Context: an optimization exercise on an open-source flow, tuned for small area, a short achievable clock period and few clock cycles. The choices shown serve that exercise and are no tape-out recipe.
At most, simulation tests tie the RTL to the original design; equivalence was not proved.
Function not checked in run 1: the RTL went through the layout flow alone.

==> flow/design.v, too long to show whole: its modules and the start of the top module <==
// module SNN: 1635 lines
module SNN(
	clk,
	rst_n,
	in_valid,
	img,
	ker,
	weight,
	out_valid,
	out_data
);
  // ...
==> flow/flow/run.sh <==
#!/bin/bash
# The standard layout with one netlist pass between synthesis and floorplan:
# flow/invopt.py folds away the inverters that Yosys's full-adder extraction
# leaves between full adder cells (a full adder is self-dual, so adders are
# flipped to need fewer inverters, and simple gates swapped for their
# complementary cells). Registers and all other cells are kept.
# Each tool writes its full output to its own log in this folder.
set -euo pipefail
R=orfs/results/${FLOW_PLATFORM}/SNN/base
bash standard.sh synth > synth.log 2>&1
cp "$R/1_2_yosys.v" 1_2_yosys.before_invopt.v
python3 flow/invopt.py "$R/1_2_yosys.v" > invopt.log 2>&1
rm -f "$R/1_synth.odb" "$R/1_synth.sdc"
# repair aims at a setup slack of 10 ns (the clock period is unchanged)
bash standard.sh finish SETUP_SLACK_MARGIN=10 > layout.log 2>&1
==> flow/flow/invopt.py <==
#!/usr/bin/env python3
"""Removes the inverters that Yosys's full-adder extraction leaves between
full adder cells. A full adder is self-dual (FA(~a,~b,~c) = ~FA(a,b,c) on
both outputs), so each full adder may be flipped: its inputs and outputs
change polarity. Flips are chosen by local search to minimise the number of
signals whose complement is needed; a simple gate whose loads all want its
complement is swapped for its complementary cell (and2 <-> nand2, ...);
then every remaining inverter is rebuilt, one per signal that needs its
complement. Registers and all other cells are kept as they are.
usage: invopt.py netlist.v  (rewrites the file in place)"""
import re, sys

path = sys.argv[1]
src = open(path).read()
m = re.search(r'^(.*?\bmodule\s+\S+\s*\(.*?\);)(.*)(\bendmodule\b.*)$', src, re.S)
head, body, tail = m.group(1), m.group(2), m.group(3)

OUTS = {'X', 'Y', 'Q', 'Q_N', 'SUM', 'COUT', 'HI', 'LO'}
stmts = [s for s in body.split(';')]
decls, insts, others = [], [], []
inst_re = re.compile(r'^\s*(sky130_fd_sc_hd__\w+)\s+(\S+)\s*\((.*)\)\s*$', re.S)
pin_re = re.compile(r'\.(\w+)\s*\(\s*(.*?)\s*\)\s*(?:,|$)', re.S)
for s in stmts:
    t = re.sub(r'\(\*.*?\*\)', '', s).strip()
    if not t:
        continue
    mi = inst_re.match(t)
    if mi:
        pins = [(p, n.strip()) for p, n in pin_re.findall(mi.group(3))]
        insts.append([mi.group(1), mi.group(2), pins])
    elif re.match(r'^(input|output|inout|wire|reg)\b', t):
        decls.append(t)
    else:
        others.append(t)

# nets referenced outside cell pins (ports, assigns) stay as they are
port_nets = set()
for d in decls:
    if d.startswith('output') or d.startswith('input'):
        pass
fixed_text = ' '.join(others)

driver = {}
for idx, (typ, name, pins) in enumerate(insts):
    for p, n in pins:
        if p in OUTS:
            driver[n] = (idx, p)

def is_inv(idx):
    return insts[idx][0].startswith('sky130_fd_sc_hd__inv_')

out_ports = set()
for d in decls:
    mo = re.match(r'^output\s+(?:\[(\d+):(\d+)\]\s*)?(\S+)', d)
    if mo:
        if mo.group(1):
            for b in range(int(mo.group(2)), int(mo.group(1)) + 1):
                out_ports.add(f'{mo.group(3)}[{b}]')
        else:
            out_ports.add(mo.group(3))

def keep_inv(idx):
    y = dict(insts[idx][2])['Y']
    return y in out_ports or y in fixed_text

def root(n):
    """(root net, parity) following removable inverters"""
    par = 0
    seen = 0
    while n in driver and is_inv(driver[n][0]) and not keep_inv(driver[n][0]) and seen < 100:
        n = dict(insts[driver[n][0]][2])['A']
        par ^= 1
        seen += 1
    return n, par

# consumers: (inst idx, pin, root, parity)
cons = []
for idx, (typ, name, pins) in enumerate(insts):
    if is_inv(idx) and not keep_inv(idx):
        continue
    for p, n in pins:
        if p in OUTS:
            continue
        r, par = root(n)
        cons.append([idx, p, r, par])

fa = [i for i, (t, _, _) in enumerate(insts) if t.startswith('sky130_fd_sc_hd__fa_')]
fa_set = set(fa)
flip = {i: 0 for i in fa}

def drv_flip(r):
    d = driver.get(r)
    if d and d[0] in fa_set:
        return flip[d[0]]
    return 0

# simple gates that have a complementary cell with the same inputs: a root
# driven by one whose consumers all want the complement is swapped instead
INV_AREA = 3.75
PAIRS = [('and2_1','nand2_1',6.26,3.75,'X','Y'), ('or2_1','nor2_1',6.26,3.75,'X','Y'),
    ('xor2_1','xnor2_1',8.76,8.76,'X','Y'), ('and3_1','nand3_1',6.26,5.00,'X','Y'),
    ('or3_1','nor3_1',6.26,5.00,'X','Y'), ('nor2b_1','or2b_1',6.26,7.51,'Y','X'),
    ('nand2b_1','and2b_1',6.26,7.51,'Y','X'), ('a21o_1','a21oi_1',7.51,5.00,'X','Y'),
    ('o21a_1','o21ai_1',7.51,5.00,'X','Y'), ('o21a_1','o21ai_0',7.51,5.00,'X','Y'),
    ('a22o_1','a22oi_1',8.76,7.51,'X','Y'), ('o22a_1','o22ai_1',8.76,6.26,'X','Y'),
    ('a31o_1','a31oi_1',8.76,6.26,'X','Y'), ('a211o_1','a211oi_1',8.76,7.51,'X','Y'),
    ('o211a_1','o211ai_1',10.01,7.51,'X','Y'), ('mux2_1','mux2i_1',11.26,10.01,'X','Y'),
    ('and4_1','nand4_1',8.76,6.26,'X','Y'), ('or4_1','nor4_1',7.51,6.26,'X','Y'),
    ('a21bo_1','a21boi_0',10.01,7.51,'X','Y'), ('o21ba_1','o21bai_1',10.01,7.51,'X','Y'),
    ('a2bb2o_1','a2bb2oi_1',10.01,8.76,'X','Y'), ('o2bb2a_1','o2bb2ai_1',10.01,8.76,'X','Y'),
    ('a32o_1','a32oi_1',10.01,8.76,'X','Y'), ('o31a_1','o31ai_1',8.76,7.51,'X','Y'),
    ('o32a_1','o32ai_1',10.01,8.76,'X','Y'), ('a311o_1','a311oi_1',10.01,8.76,'X','Y'),
    ('o311a_1','o311ai_0',10.01,8.76,'X','Y'), ('a41o_1','a41oi_1',10.01,8.76,'X','Y'),
    ('o41a_1','o41ai_1',11.26,8.76,'X','Y'), ('a221o_1','a221oi_1',10.01,8.76,'X','Y'),
    ('o221a_1','o221ai_1',11.26,8.76,'X','Y'), ('a2111o_1','a2111oi_0',11.26,8.76,'X','Y'),
    ('o2111a_1','o2111ai_1',11.26,8.76,'X','Y'), ('and3b_1','nand3b_1',8.76,7.51,'X','Y'),
    ('or3b_1','nor3b_1',8.76,7.51,'X','Y'), ('and4b_1','nand4b_1',10.01,8.76,'X','Y'),
    ('or4b_1','nor4b_1',10.01,8.76,'X','Y')]
# cell -> (complementary cell, its output pin here, output pin there, area change)
SWAP = {}
for a, b, aa, ab, oa, ob in PAIRS:
    pa, pb = 'sky130_fd_sc_hd__' + a, 'sky130_fd_sc_hd__' + b
    SWAP.setdefault(pa, (pb, oa, ob, ab - aa))
    SWAP.setdefault(pb, (pa, ob, oa, aa - ab))
def swappable(r):
    d = driver.get(r)
    return d is not None and insts[d[0]][0] in SWAP and r not in out_ports and r not in fixed_text

by_root = {}
for c in cons:
    by_root.setdefault(c[2], []).append(c)
def comp_state(r):
    """(state, area): 0 no consumer wants the complement; 1 some do (an
    inverter); 2 all do and swapping the driver for its complementary cell
    costs less than an inverter"""
    f = drv_flip(r)
    es = [par ^ f ^ (flip[idx] if idx in fa_set else 0) for idx, p, rr, par in by_root[r]]
    if not any(es):
        return 0, 0.0
    if all(es) and swappable(r):
        d = SWAP[insts[driver[r][0]][0]][3]
        if d < INV_AREA:
            return 2, d
    return 1, INV_AREA
PHASE = [1]
def need_comp(r):
    st, a = comp_state(r)
    if PHASE[0] == 1:
        # first phase: count inverters only, any swap is free
        if st == 0:
            return 0.0
        f = drv_flip(r)
        es = [par ^ f ^ (flip[idx] if idx in fa_set else 0) for idx, p, rr, par in by_root[r]]
        return 0.0 if (all(es) and swappable(r)) else 1.0
    return a
def cost_around(i):
    roots = set()
    for p, n in insts[i][2]:
        if p in OUTS:
            roots.add(n)
        else:
            roots.add(root(n)[0])
    return sum(need_comp(r) for r in roots if r in by_root), roots

before = sum(need_comp(r) for r in by_root)
def descend():
    rounds = 0
    improved = True
    while improved and rounds < 50:
        improved = False
        rounds += 1
        for i in fa:
            c0, roots = cost_around(i)
            flip[i] ^= 1
            c1 = sum(need_comp(r) for r in roots if r in by_root)
            if c1 < c0 - 1e-9:
                improved = True
            else:
                flip[i] ^= 1
    return rounds
import random
rng = random.Random(1)
def search(trials):
    descend()
    best = (sum(need_comp(r) for r in by_root), dict(flip))
    for trial in range(trials):
        # perturb the best solution and descend again
        for i in fa:
            flip[i] = best[1][i]
        for i in rng.sample(fa, max(1, len(fa) // 10)):
            flip[i] ^= 1
        descend()
        c = sum(need_comp(r) for r in by_root)
        if c < best[0] - 1e-9:
            best = (c, dict(flip))
    for i in fa:
        flip[i] = best[1][i]
search(300)
PHASE[0] = 2
before = len([i for i in range(len(insts)) if is_inv(i)]) * INV_AREA
search(100)
after = sum(need_comp(r) for r in by_root)

# rebuild: remove removable inverters, one new inverter per root needing its complement
comp_net = {}
new_insts = []
swapped = set()
k = 0
for r in sorted(by_root):
    if comp_state(r)[0] == 2:
        swapped.add(r)
        comp_net[r] = r
    elif comp_state(r)[0] == 1:
        k += 1
        nn = f'_invopt_n{k}_'
        comp_net[r] = nn
        new_insts.append(['sky130_fd_sc_hd__inv_1', f'_invopt_{k}_', [('A', r), ('Y', nn)]])
newpins = {}
for idx, p, r, par in cons:
    e = par ^ drv_flip(r) ^ (flip[idx] if idx in fa_set else 0)
    newpins[(idx, p)] = comp_net[r] if e else r
out = []
for idx, (typ, name, pins) in enumerate(insts):
    if is_inv(idx) and not keep_inv(idx):
        continue
    ps = [(p, newpins.get((idx, p), n)) for p, n in pins]
    outnets = [n for p, n in pins if p in OUTS]
    if outnets and outnets[0] in swapped:
        ntyp, po, pn, _ = SWAP[typ]
        typ = ntyp
        ps = [(pn if p == po else p, n) for p, n in ps]
    out.append([typ, name, ps])
out += new_insts

def net(n):
    return n + ' ' if n.startswith('\\') else n
lines = [head]
for d in decls:
    lines.append('  ' + d + ' ;')
for d in new_insts:
    lines.append(f'  wire {d[2][1][1]};')
for typ, name, ps in out:
    conn = ',\n    '.join(f'.{p}({net(n)})' for p, n in ps)
    lines.append(f'  {typ} {net(name)}(\n    {conn}\n  );')
for o in others:
    lines.append('  ' + o + ' ;')
lines.append(tail)
open(path, 'w').write('\n'.join(lines) + ('\n' if not tail.endswith('\n') else ''))
ninv = sum(1 for i in range(len(insts)) if is_inv(i))
print(f'invopt: area of inverters and swaps {before:.1f} -> {after:.1f} um2; {ninv} inverters before, {len(new_insts)} after '
      f'({sum(1 for i in range(len(insts)) if is_inv(i) and keep_inv(i))} kept on ports); '
      f'{sum(flip.values())} of {len(fa)} full adders flipped; {len(swapped)} gates swapped')
==> flow/standard.sh <==
#!/bin/bash
# synth_recipe.tcl (not shown) runs the flow's synth.tcl, then flattens the netlist and writes it again
# the make line also repeats each setting of config.mk as NAME=value (left out here)
make -C /OpenROAD-flow-scripts/flow DESIGN_CONFIG=/design/flow/config.mk WORK_HOME=/design/flow/orfs CLKGATE_MAP_FILE= SYNTH_SCRIPT=/design/flow/synth_recipe.tcl "${@:-finish}"
==> flow/config.mk <==
export PLATFORM = sky130hd
export DESIGN_NAME = SNN
export DESIGN_NICKNAME = SNN
export VERILOG_FILES = /design/flow/design.v
export SDC_FILE = /design/flow/constraint.sdc
export NUM_CORES = 4
export LEC_CHECK = 0
export CAP_MARGIN = 50
export CORE_MARGIN = 2
export CORE_UTILIZATION = 60
export CTS_BUF_LIST = sky130_fd_sc_hd__clkbuf_16
export CTS_CLUSTER_DIAMETER = 60
export CTS_CLUSTER_SIZE = 24
export SLEW_MARGIN = 70
==> flow/constraint.sdc <==
create_clock -name core_clock -period 15.0 [get_ports {clk}]
set_input_delay 3.0000 -clock core_clock [delete_from_list [all_inputs] [get_ports {clk}]]
set_output_delay 3.0000 -clock core_clock [all_outputs]
set_load 0.01 [all_outputs]
==> reports/qor.yml, run 1 <==
start_util_pct: 60.3
port_buffers: 37
holdPathEnd: "lb[3][0]"
use_met2_pct: 49.6
dp_slack_ns: 9.78
dp_hpwl_um: 71800
grt_pass1_wl_um: 142000
io_pins: 38
place_area_um2: 38100
layout.nets: 3962
crit_type: "reg -> reg"
final_util_pct: 67.1
areaGrowthSynthToFinish_pct: 11.2
dr.max_layer_used: "met4"
status: "timing/DRC/antenna clean"
period_needed_ns: 4.92
path_buf_inv: 0
ctsHoldBuffers: 0
num-multi-input-gates: 2125
yosysWarningCount: 5
inv_count: 270
tns_ns: 0
r2r.worst_path.cells: 15
core_area_um2: 60000
cts_htree_levels: 2
==> run 2: changes to the inputs <==
--- a/flow/design.v
+++ b/flow/design.v
@@ -69,18 +69,17 @@
 wire [7:0] pb = px;
 wire [7:0] k0 = k[0], k1 = k[1], k2 = k[2], k3 = k[3], k4 = k[4],
            k5 = k[5], k6 = k[6], k7 = k[7], k8 = k[8];
 reg        fa_a, fa_b, fa_cd, fb_cd;
 reg  [7:0] q3;
 reg  [7:0] mx [0:1];
 wire [7:0] nt2 = lb[9];
 wire [7:0] nm2 = lb[3];
-wire [7:0] ua = fa_a ? mx[0] : lb[10];
-wire [7:0] um = fa_a ? 8'd0 : lb[4];
+reg  [7:0] ua, um;
 wire [7:0] kw0 = fa_a ? w[0] : k0;
 wire [7:0] kw1 = fa_a ? w[1] : k1;
 reg  [7:0] pbm, kw6, kw7;
 reg  [16:0] tm0a, tm0b, tm1a, tm1b, tm2a, tm2b;
 wire [16:0] tm0a_n, tm0b_n, tm1a_n, tm1b_n, tm2a_n, tm2b_n;
 reg [17:0] s1;
 reg [18:0] s2;
 reg [19:0] cv;
@@ -1482,16 +1481,18 @@
 end
 wire a_cd = v1 && row1 == 5 && col1 == 5;
 wire a_ab = v1 && row1 == 4 && col1 == 3;
 wire       bq = fa_a && fa_cd && gt2;
 wire [7:0] vr = !fa_a ? img : !fa_cd ? mx[1] : pool;
 wire a_next = a_cd || a_ab;
 always @(posedge clk) begin
 	pbm <= ({8{bq}} & qp[22:15]) | ({8{!bq}} & vr);
+	ua <= a_next ? (a_cd ? pool : mx[0]) : lb[9];
+	um <= a_next ? 8'd0 : lb[3];
 	kw6 <= fa_a ? w[2] : k6;
 	kw7 <= fa_a ? w[3] : k7;
 end
 reg  v5;
 always @(posedge clk or negedge rst_n) begin
 	if(!rst_n) begin
 		fa_a <= 0; fa_b <= 0; fa_cd <= 0; fb_cd <= 0; v5 <= 0;
 	end
--- a/flow/config.mk
+++ b/flow/config.mk
@@ -6,9 +6,10 @@
 export NUM_CORES = 4
 export LEC_CHECK = 0
 export CAP_MARGIN = 50
 export CORE_MARGIN = 2
 export CORE_UTILIZATION = 60
 export CTS_BUF_LIST = sky130_fd_sc_hd__clkbuf_16
 export CTS_CLUSTER_DIAMETER = 60
 export CTS_CLUSTER_SIZE = 24
+export PLACE_DENSITY = 0.75
 export SLEW_MARGIN = 70
==> run 2 against run 1 <==
Still clean on timing, DRC and antenna. Final area hardly changed. Core utilization is 0.24 points lower. Sequential share of layout area rose by 0.43 points. Cell count shrank 0.28%. Worst setup slack got worse by 0.095 ns. Die area is 0.77% higher. Clock skew fell by 0.012 ns. Via count increased by 1.3%. Non-clock buffer count decreased by 7. Critical path type unchanged.
==> reports/qor.yml, run 2 <==
ant_nets: 0  # unchanged
layout.area.seq_um2: 12900  # was 12,800 µm²
globalRouteOverflowTotal: 0  # unchanged
period_share_pct: 33.4  # was 32.8%
required_ns: 15.51  # was 15.50 ns
skew_ns: 0.0407  # was 0.0531 ns
max_freq_mhz: 199  # was 203 MHz
r2r-start: "kw7[6]"  # unchanged
clock_path_buffers: 3  # unchanged
drc_errors: 0  # unchanged
period_needed_ns: 5.01  # was 4.92 ns
crit_start: "kw7[6]"  # unchanged
drt-pass1-iter-count: 7  # was 5
die_w_um: 251  # was 250 µm
port_buffers: 37  # unchanged
final_util_pct: 66.8  # was 67.1%
dp_hpwl_um: 69100  # was 71,800 µm
hold_viol: 0  # unchanged
grt_max_degree: 44  # was 42
grt_pass1_vias: 24900  # was 24,400
fp.dieH_um: 251  # was 250 µm
r2r.worst_path.cells: 15  # unchanged
rsz0062_at_grt: "yes"  # unchanged
yosysWarningCount: 5  # unchanged
nFillCells: 4312  # was 4,433
layout-drive-gt1-share_pct: 9.75  # was 10.7%
io_pins: 38  # unchanged
clkTransAtPathRegs_ns: 0.08  # was 0.09 ns
antenna_found_initial: 6  # was 2
dieArea_um2: 62800  # was 62,300 µm²
areaGrowthSynthToFinish_pct: 10.3  # was 11.2%
grt_pass1_wl_um: 139000  # was 142,000 µm
maxSlewViolCount: 0  # unchanged
track_usage_pct: 29.2  # was 30.3%
synth_nets: 3852  # was 3,853
largest_reg_flops: 80  # was 88
viasPerCell: 5.77  # was 5.67
largest-register: "lb"  # unchanged
core_area_um2: 60200  # was 60,000 µm²
syn_area_um2: 36500  # was 36,200 µm²
cts.sinks: 541  # was 533
cp.arrival_ns: 5.52  # was 5.42 ns
hp-class: "reg -> reg"  # unchanged
mostFrequentLayoutCells: "fa_1, nand2_1, inv_1"  # unchanged
synthCells: 2975  # was 2,976
tns_ns: 0  # unchanged
wl_um: 87500  # was 89,900 µm
status: "timing/DRC/antenna clean"  # unchanged
r2r-end: "s2[17]"  # was s2[18]
placementRows: 90  # unchanged
cap_viol_max_count: 0  # unchanged
layout.nets: 3952  # was 3,962
clock_latency_ns: 0.62  # was 0.63 ns
drt-initial-drc-count: 1641  # was 1,491
tightest_slew_ns: 0.482  # was 0.473 ns
top_regs: "lb (80), k (72)"  # was lb (88), k (72)
start_kind: "flop"  # unchanged
root_buffer: "clkbuf_16"  # unchanged
gp_congestion: 0.943  # was 0.934
cts_tree: "done"  # unchanged
cts_htree_levels: 2  # unchanged
crit_type: "reg -> reg"  # unchanged
setup_violations: 0  # unchanged
layout_commonest_cell: "fa_1"  # unchanged
post_drt_wl_per_cell_um: 22.5  # was 23.0 µm
crit_fanout: 8  # unchanged
num_vias: 22400  # was 22,100
crit_end: "s2[17]"  # was s2[18]
start_util_pct: 60.6  # was 60.3%
slew_headroom_pct: 67.8  # was 68.5%
tritoncts.num_buffers: 42  # was 44
end_kind: "flop"  # unchanged
avgSynthCellArea_um2: 12.3  # was 12.2 µm²
multi_input_area_um2: 22900  # was 22,800 µm²
rrSetupSlack_ns: 9.99  # was 10.08 ns
==> run 2: cell count changes in the layout (fill, tap and decap cells not counted), sizes merged, moves of 10 or more <==
cell / change
xnor2: +11
and3: +15
nor2: -132
nor2b: +114
inv: +10
o21ai: +14
and2: -12
==> run 2: area by class of cell <==
type	count	share of cell area, %
sequential	541	32.1
timing repair buffer	104	2.29
clock buffer	43	2.67
tap	782	2.43
multi-input combinational	2112	56.9
inverter	274	2.57
antenna	1	0.00621
clock inverter	35	1.03
==> run 2: worst min-delay path by stage <==
stage | start | end | cells past startpoint
after floorplan | cd5 | cd6 | 0
after global placement | lb[7][1] | lb[8][1] | 0
after detailed placement | lb[5][1] | lb[6][1] | 0
after CTS | lb[5][1] | lb[6][1] | 0
after global routing | lb[6][4] | lb[7][4] | 0
final | lb[8][3] | lb[9][3] | 0
==> run 2: routing by layer <==
layer	track usage [%]	vias up	part of all wire, %
li1	-	9816	-
met1	39.3	11500	41
met2	47.7	888	47
met3	5.08	216	7.7
met4	11.3	2	3.8
met5	0	-	0.015
==> run 2: worst max-delay path, cell delays in order, from the launching register on <==
cell and delay [ns]:
dfxtp_4 0.38, and2_4 0.16, fa_1 0.52, fa_1 0.44
fa_1 0.56, fa_1 0.42, fa_1 0.44, ha_1 0.21
nor3_2 0.14, o21ai_1 0.12, and3_4 0.20, a41o_1 0.26
or4_4 0.51, a311o_1 0.29, a21oi_2 0.15, xnor2_1 0.13
==> run 2: through the flow <==
step	std cells	setup slack, ns	hold WS [ns]	cell area, µm²
CTS	3864	10.0	0.323	40000
finish	3892	9.99	0.321	40300
global route	3891	9.86	0.330	40300
floorplan	2975	10.01	0.310	36500
detailed placement	3772	9.66	0.312	38300
global placement	3755	9.62	0.311	37700
==> run 2: timing repair <==
| item | in CTS | in global routing |
|---|---|---|
| buffers inserted | 14 | 24 |
| hold buffers | 0 | 0 |
| pin swaps | 7 | 1 |
| resized for setup | 26 | 22 |
| endpoints found under the setup margin | 6 | 16 |
Testbench counts of run 2, summed over its fixed seeds: cycles 24,648.
==> run 3: changes to the inputs <==
--- a/flow/config.mk
+++ b/flow/config.mk
@@ -12,4 +12,3 @@
 export CTS_CLUSTER_DIAMETER = 60
 export CTS_CLUSTER_SIZE = 24
-export PLACE_DENSITY = 0.75
 export SLEW_MARGIN = 70
==> run 3 against run 2 <==
Wire length is 1.5% higher. Cell count is 0.15% lower. Critical path depth is 1 lower. Die area stayed put. Critical path type unchanged. Critical endpoint unchanged.
==> reports/qor.yml, run 3 <==
skew_ns: 0.0365  # was 0.0407 ns
synth_nets: 3852  # unchanged
root_buffer: "clkbuf_16"  # unchanged
core_area_um2: 60200  # unchanged
hold_viol: 0  # unchanged
diodes: 0  # was 1
r2r-end: "s2[17]"  # unchanged
largest_reg_flops: 80  # unchanged
drc_errors: 0  # unchanged
slew_headroom_pct: 69.7  # was 67.8%
placementRows: 90  # unchanged
globalRouteOverflowTotal: 0  # unchanged
gp_congestion: 0.937  # was 0.943
grt_max_degree: 45  # was 44
setup_violations: 0  # unchanged
fp.dieH_um: 251  # unchanged
dp_slack_ns: 9.69  # was 9.66 ns
port_buffers: 37  # unchanged
cts_tree: "done"  # unchanged
dp.cells: 3768  # was 3,772
largest-register: "lb"  # unchanged
mostFrequentLayoutCells: "fa_1, nand2_1, inv_1"  # unchanged
period_needed_ns: 4.90  # was 5.01 ns
avgSynthCellArea_um2: 12.3  # unchanged
rrSetupSlack_ns: 10.10  # was 9.99 ns
die_w_um: 251  # unchanged
rsz0062_at_grt: "yes"  # unchanged
worst_slack_ns: 10.10  # was 9.99 ns
post_drt_wl_per_cell_um: 22.8  # was 22.5 µm
final_util_pct: 67.0  # was 66.8%
num_vias: 22000  # was 22,400
drt-pass1-iter-count: 5  # was 7
tritoncts.num_buffers: 41  # was 42
end_kind: "flop"  # unchanged
io_pins: 38  # unchanged
status: "timing/DRC/antenna clean"  # unchanged
crit_start: "kw7[6]"  # unchanged
yosysWarningCount: 5  # unchanged
crit_fanout: 4  # was 8
grt_pass1_vias: 23900  # was 24,900
dieArea_um2: 62800  # unchanged
top_regs: "lb (80), k (72)"  # unchanged
wl_um: 88700  # was 87,500 µm
required_ns: 15.50  # was 15.51 ns
layout.nets: 3949  # was 3,952
syn_area_um2: 36500  # unchanged
tightest_slew_ns: 0.449  # was 0.482 ns
r2r-start: "kw7[6]"  # unchanged
antenna_found_initial: 5  # was 6
areaGrowthSynthToFinish_pct: 10.6  # was 10.3%
cap_viol_max_count: 0  # unchanged
clkTransAtPathRegs_ns: 0.09  # was 0.08 ns
clock_latency_ns: 0.60  # was 0.62 ns
min_from: "lb[8][6]"  # was lb[8][3]
track_usage_pct: 29.3  # was 29.2%
cts_htree_levels: 2  # unchanged
crit_type: "reg -> reg"  # unchanged
viasPerCell: 5.66  # was 5.77
layout.cells.non_filler: 3886  # was 3,892
period_share_pct: 32.7  # was 33.4%
hp-class: "reg -> reg"  # unchanged
crit_end: "s2[17]"  # unchanged
ant_nets: 0  # unchanged
ctsHoldBuffers: 0  # unchanged
synthCells: 2975  # unchanged
grt_pass1_wl_um: 139000  # about the same
r2r.worst_path.cells: 14  # was 15
cts.sinks: 541  # unchanged
maxSlewViolCount: 0  # unchanged
dp_hpwl_um: 70800  # was 69,100 µm
layout_commonest_cell: "fa_1"  # unchanged
max_freq_mhz: 204  # was 199 MHz
layout-drive-gt1-share_pct: 10.1  # was 9.75%
cp.arrival_ns: 5.40  # was 5.52 ns
clock_path_buffers: 3  # unchanged
drt-initial-drc-count: 1360  # was 1,641
start_util_pct: 60.6  # unchanged
tns_ns: 0  # unchanged
start_kind: "flop"  # unchanged
[run 3: through the flow]
stage | area, µm² | hold WS, ns
after global placement | 37800 | 0.310
after detailed placement | 38300 | 0.312
after CTS | 40000 | 0.322
after global routing | 40300 | 0.318
after floorplan | 36500 | 0.310
final | 40300 | 0.319
[run 3: worst min path at each step]
stage / to / cells past startpoint
floorplan: cd6 / 0
global placement: lb[8][1] / 0
detailed placement: lb[5][1] / 0
CTS: lb[9][6] / 0
global route: lb[6][6] / 0
finish: lb[9][6] / 0
[run 3: critical path: stages, from the launching register on]
cell and delay [ns]:
dfxtp_4 0.36, buf_4 0.14, and2_1 0.14, fa_1 0.51
fa_1 0.44, fa_1 0.57, fa_1 0.44, fa_1 0.56
ha_4 0.22, a21o_1 0.21, buf_4 0.14, or4_4 0.49
a311o_1 0.31, a21oi_2 0.14, xnor2_1 0.14
[run 3: layout make-up]
cell class	instances	area [µm²]
Multi-Input combinational cell	2112	23000
Fill cell	4520	19900
Sequential cell	541	13000
Clock buffer	42	1050
Inverter	274	1030
Tap cell	782	978
Timing Repair Buffer	102	950
Clock inverter	33	414
[run 3: per-layer routing]
layer / global-route usage (%) / vias up / wire length, µm
li1: - / 9809 / -
met1: 40.6 / 11400 / 37800
met2: 48.1 / 679 / 42400
met3: 4.96 / 154 / 5870
met4: 8.43 / 2 / 2660
met5: 0 / - / 13
[run 3: repair_timing]
action / in CTS / in global routing
gates resized for setup: 33 / 30
setup endpoints to repair: 8 / 14
pin swaps: 14 / 11
setup buffers: 17 / 21
==> run 4: changes to the inputs <==
--- a/flow/config.mk
+++ b/flow/config.mk
@@ -8,5 +8,5 @@
 export CAP_MARGIN = 50
 export CORE_MARGIN = 2
-export CORE_UTILIZATION = 60
+export CORE_UTILIZATION = 70
 export CTS_BUF_LIST = sky130_fd_sc_hd__clkbuf_16
 export CTS_CLUSTER_DIAMETER = 60
==> run 4 against run 3 <==
Maximum frequency down 2.3%. Die area decreased by 14%. Critical path depth is 10 higher. Still clean on timing, DRC and antenna. Flip-flop and latch count unchanged. Via count grew 5.0%. Critical path type unchanged. First-iteration DRC count rose by 49%.
==> reports/qor.yml, run 4 <==
required_ns: 15.50  # about the same
nFillCells: 3096  # was 4,520
skew_ns: 0.0412  # was 0.0365 ns
globalRouteOverflowTotal: 0  # unchanged
drt-initial-drc-count: 2023  # was 1,360
layout.area.seq_um2: 13000  # about the same
die_w_um: 232  # was 251 µm
fp.dieH_um: 232  # was 251 µm
cap_viol_max_count: 0  # unchanged
viasPerCell: 6.06  # was 5.66
start_kind: "flop"  # unchanged
clkTransAtPathRegs_ns: 0.09  # about the same
rsz0062_at_grt: "yes"  # unchanged
crit_type: "reg -> reg"  # unchanged
dp_hpwl_um: 69300  # was 70,800 µm
port_buffers: 37  # unchanged
synthCells: 2975  # unchanged
clock_latency_ns: 0.62  # was 0.60 ns
largest-register: "lb"  # unchanged
rrSetupSlack_ns: 9.98  # was 10.10 ns
synth_nets: 3852  # unchanged
avgSynthCellArea_um2: 12.3  # unchanged
cp.arrival_ns: 5.52  # was 5.40 ns
mostFrequentLayoutCells: "fa_1, nand2_1, inv_1"  # unchanged
slew_headroom_pct: 66.9  # was 69.7%
ctsHoldBuffers: 0  # unchanged
layout-drive-gt1-share_pct: 11.5  # was 10.1%
tns_ns: 0  # unchanged
root_buffer: "clkbuf_16"  # unchanged
period_share_pct: 33.5  # was 32.7%
end_kind: "flop"  # unchanged
layout_commonest_cell: "fa_1"  # unchanged
gp_congestion: 0.971  # was 0.937
io_pins: 38  # unchanged
tightest_slew_ns: 0.496  # was 0.449 ns
setup_violations: 0  # unchanged
dieArea_um2: 54000  # was 62,800 µm²
tritoncts.num_buffers: 43  # was 41
status: "timing/DRC/antenna clean"  # unchanged
crit_fanout: 5  # was 4
track_usage_pct: 35.6  # was 29.3%
areaGrowthSynthToFinish_pct: 11.3  # was 10.6%
largest_reg_flops: 80  # unchanged
drc_errors: 0  # unchanged
grt_max_degree: 41  # was 45
start_util_pct: 71.0  # was 60.6%
hold_viol: 0  # unchanged
core_area_um2: 51400  # was 60,200 µm²
period_needed_ns: 5.02  # was 4.90 ns
cts.sinks: 541  # unchanged
drt-pass1-iter-count: 6  # was 5
max_freq_mhz: 199  # was 204 MHz
maxSlewViolCount: 0  # unchanged
top_regs: "lb (80), k (72)"  # unchanged
cts_htree_levels: 2  # unchanged
antenna_found_initial: 3  # was 5
layout.nets: 3975  # was 3,949
ant_nets: 0  # unchanged
multi_input_area_um2: 23100  # was 23,000 µm²
cts_tree: "done"  # unchanged
hp-class: "reg -> reg"  # unchanged
wl_um: 92100  # was 88,700 µm
syn_area_um2: 36500  # unchanged
clock_path_buffers: 3  # unchanged
num_vias: 23100  # was 22,000
post_drt_wl_per_cell_um: 24.1  # was 22.8 µm
grt_pass1_vias: 25200  # was 23,900
placementRows: 83  # was 90
yosysWarningCount: 5  # unchanged
grt_pass1_wl_um: 142000  # was 139,000 µm
-- run 4: final timing paths --
check	start	to	depth (start not counted)
min reg2reg	lb[7][1]	lb[8][1]	0
min	lb[7][1]	lb[8][1]	0
min in group asynchronous	rst_n	fa_cd	1
max reg2reg	pbm[2]	s2[7]	24
max	pbm[2]	s2[7]	24
max in group asynchronous	rst_n	fb_cd	2
-- run 4: stage by stage --
stage / worst slack, ns / utilization [%] / hold slack (ns) / cell area (µm²) / instances
floorplan: 10.01 / - / 0.310 / 36500 / 2975
detailed placement: 9.67 / 74.1 / 0.312 / 38100 / 3664
global placement: 9.65 / 73.2 / 0.310 / 37600 / 3656
CTS: 9.94 / 77.9 / 0.318 / 40000 / 3775
finish: 9.98 / 79.1 / 0.315 / 40600 / 3814
global route: 9.85 / 79.0 / 0.317 / 40600 / 3813
-- run 4: what timing repair did --
item	in CTS	in global routing
resized for setup	40	51
setup endpoints to repair	6	16
setup buffers	31	31
pin swaps	21	49
-- run 4: layout make-up --
type	count	area share [%]
clock buffer	43	2.65
antenna	1	0.00616
sequential	541	31.9
multi-input combinational	2112	56.7
clock inverter	37	1.22
inverter	274	2.56
timing repair buffer	126	2.88
tap	680	2.09
-- run 4: worst max-delay path, stage by stage, from the launching register on --
cell and delay (ns):
dfxtp_4 0.38, buf_4 0.16, and2_1 0.16, ha_1 0.31, fa_1 0.54, fa_1 0.46
fa_1 0.54, fa_1 0.45, ha_4 0.19, nor3_4 0.13, o21ai_2 0.10, buf_4 0.15
buf_6 0.11, buf_4 0.12, buf_6 0.11, buf_6 0.10, buf_6 0.10, buf_6 0.10
buf_6 0.10, buf_6 0.10, buf_6 0.10, buf_6 0.11, buf_6 0.11, a21oi_2 0.14
nor2_1 0.07
-- run 4: per-layer routing --
layer,vias up,GRT usage [%],share of wire [%]
met2,1116,58.2,48
li1,9882,-,-
met1,11800,47.2,39
met4,0,15.1,4.9
met3,310,6.64,7.9
met5,-,0,0

-- static timing again, ports no longer ideal --
How much do the figures lean on ideal ports? The routed layouts below were timed once more, with nothing changed but the port constraints. Step 1: set_driving_cell puts a clkbuf_16 on clk and a buf_2 on each other input, an assumption about the parent block. Step 2 also shifts input and output timing later by t, the mid clock arrival at the registers, as if the neighbouring blocks saw the same clock. Three values: ideal ports, drivers, drivers and shift; two values: the first two.
run	t (ns)	setup WS [ns]	latest minus earliest clock arrival (ns)	pins driven straight from the clock port
run 1	0.670	10.081 / 10.081 / 10.081	0.054 / 0.054	1
run 2	0.655	9.986 / 9.986 / 9.986	0.046 / 0.046	1
run 3	0.647	10.099 / 10.099 / 10.099	0.043 / 0.043	1
run 4	0.659	9.981 / 9.981 / 9.981	0.042 / 0.043	1
After both steps setup and hold are still met in every run listed.
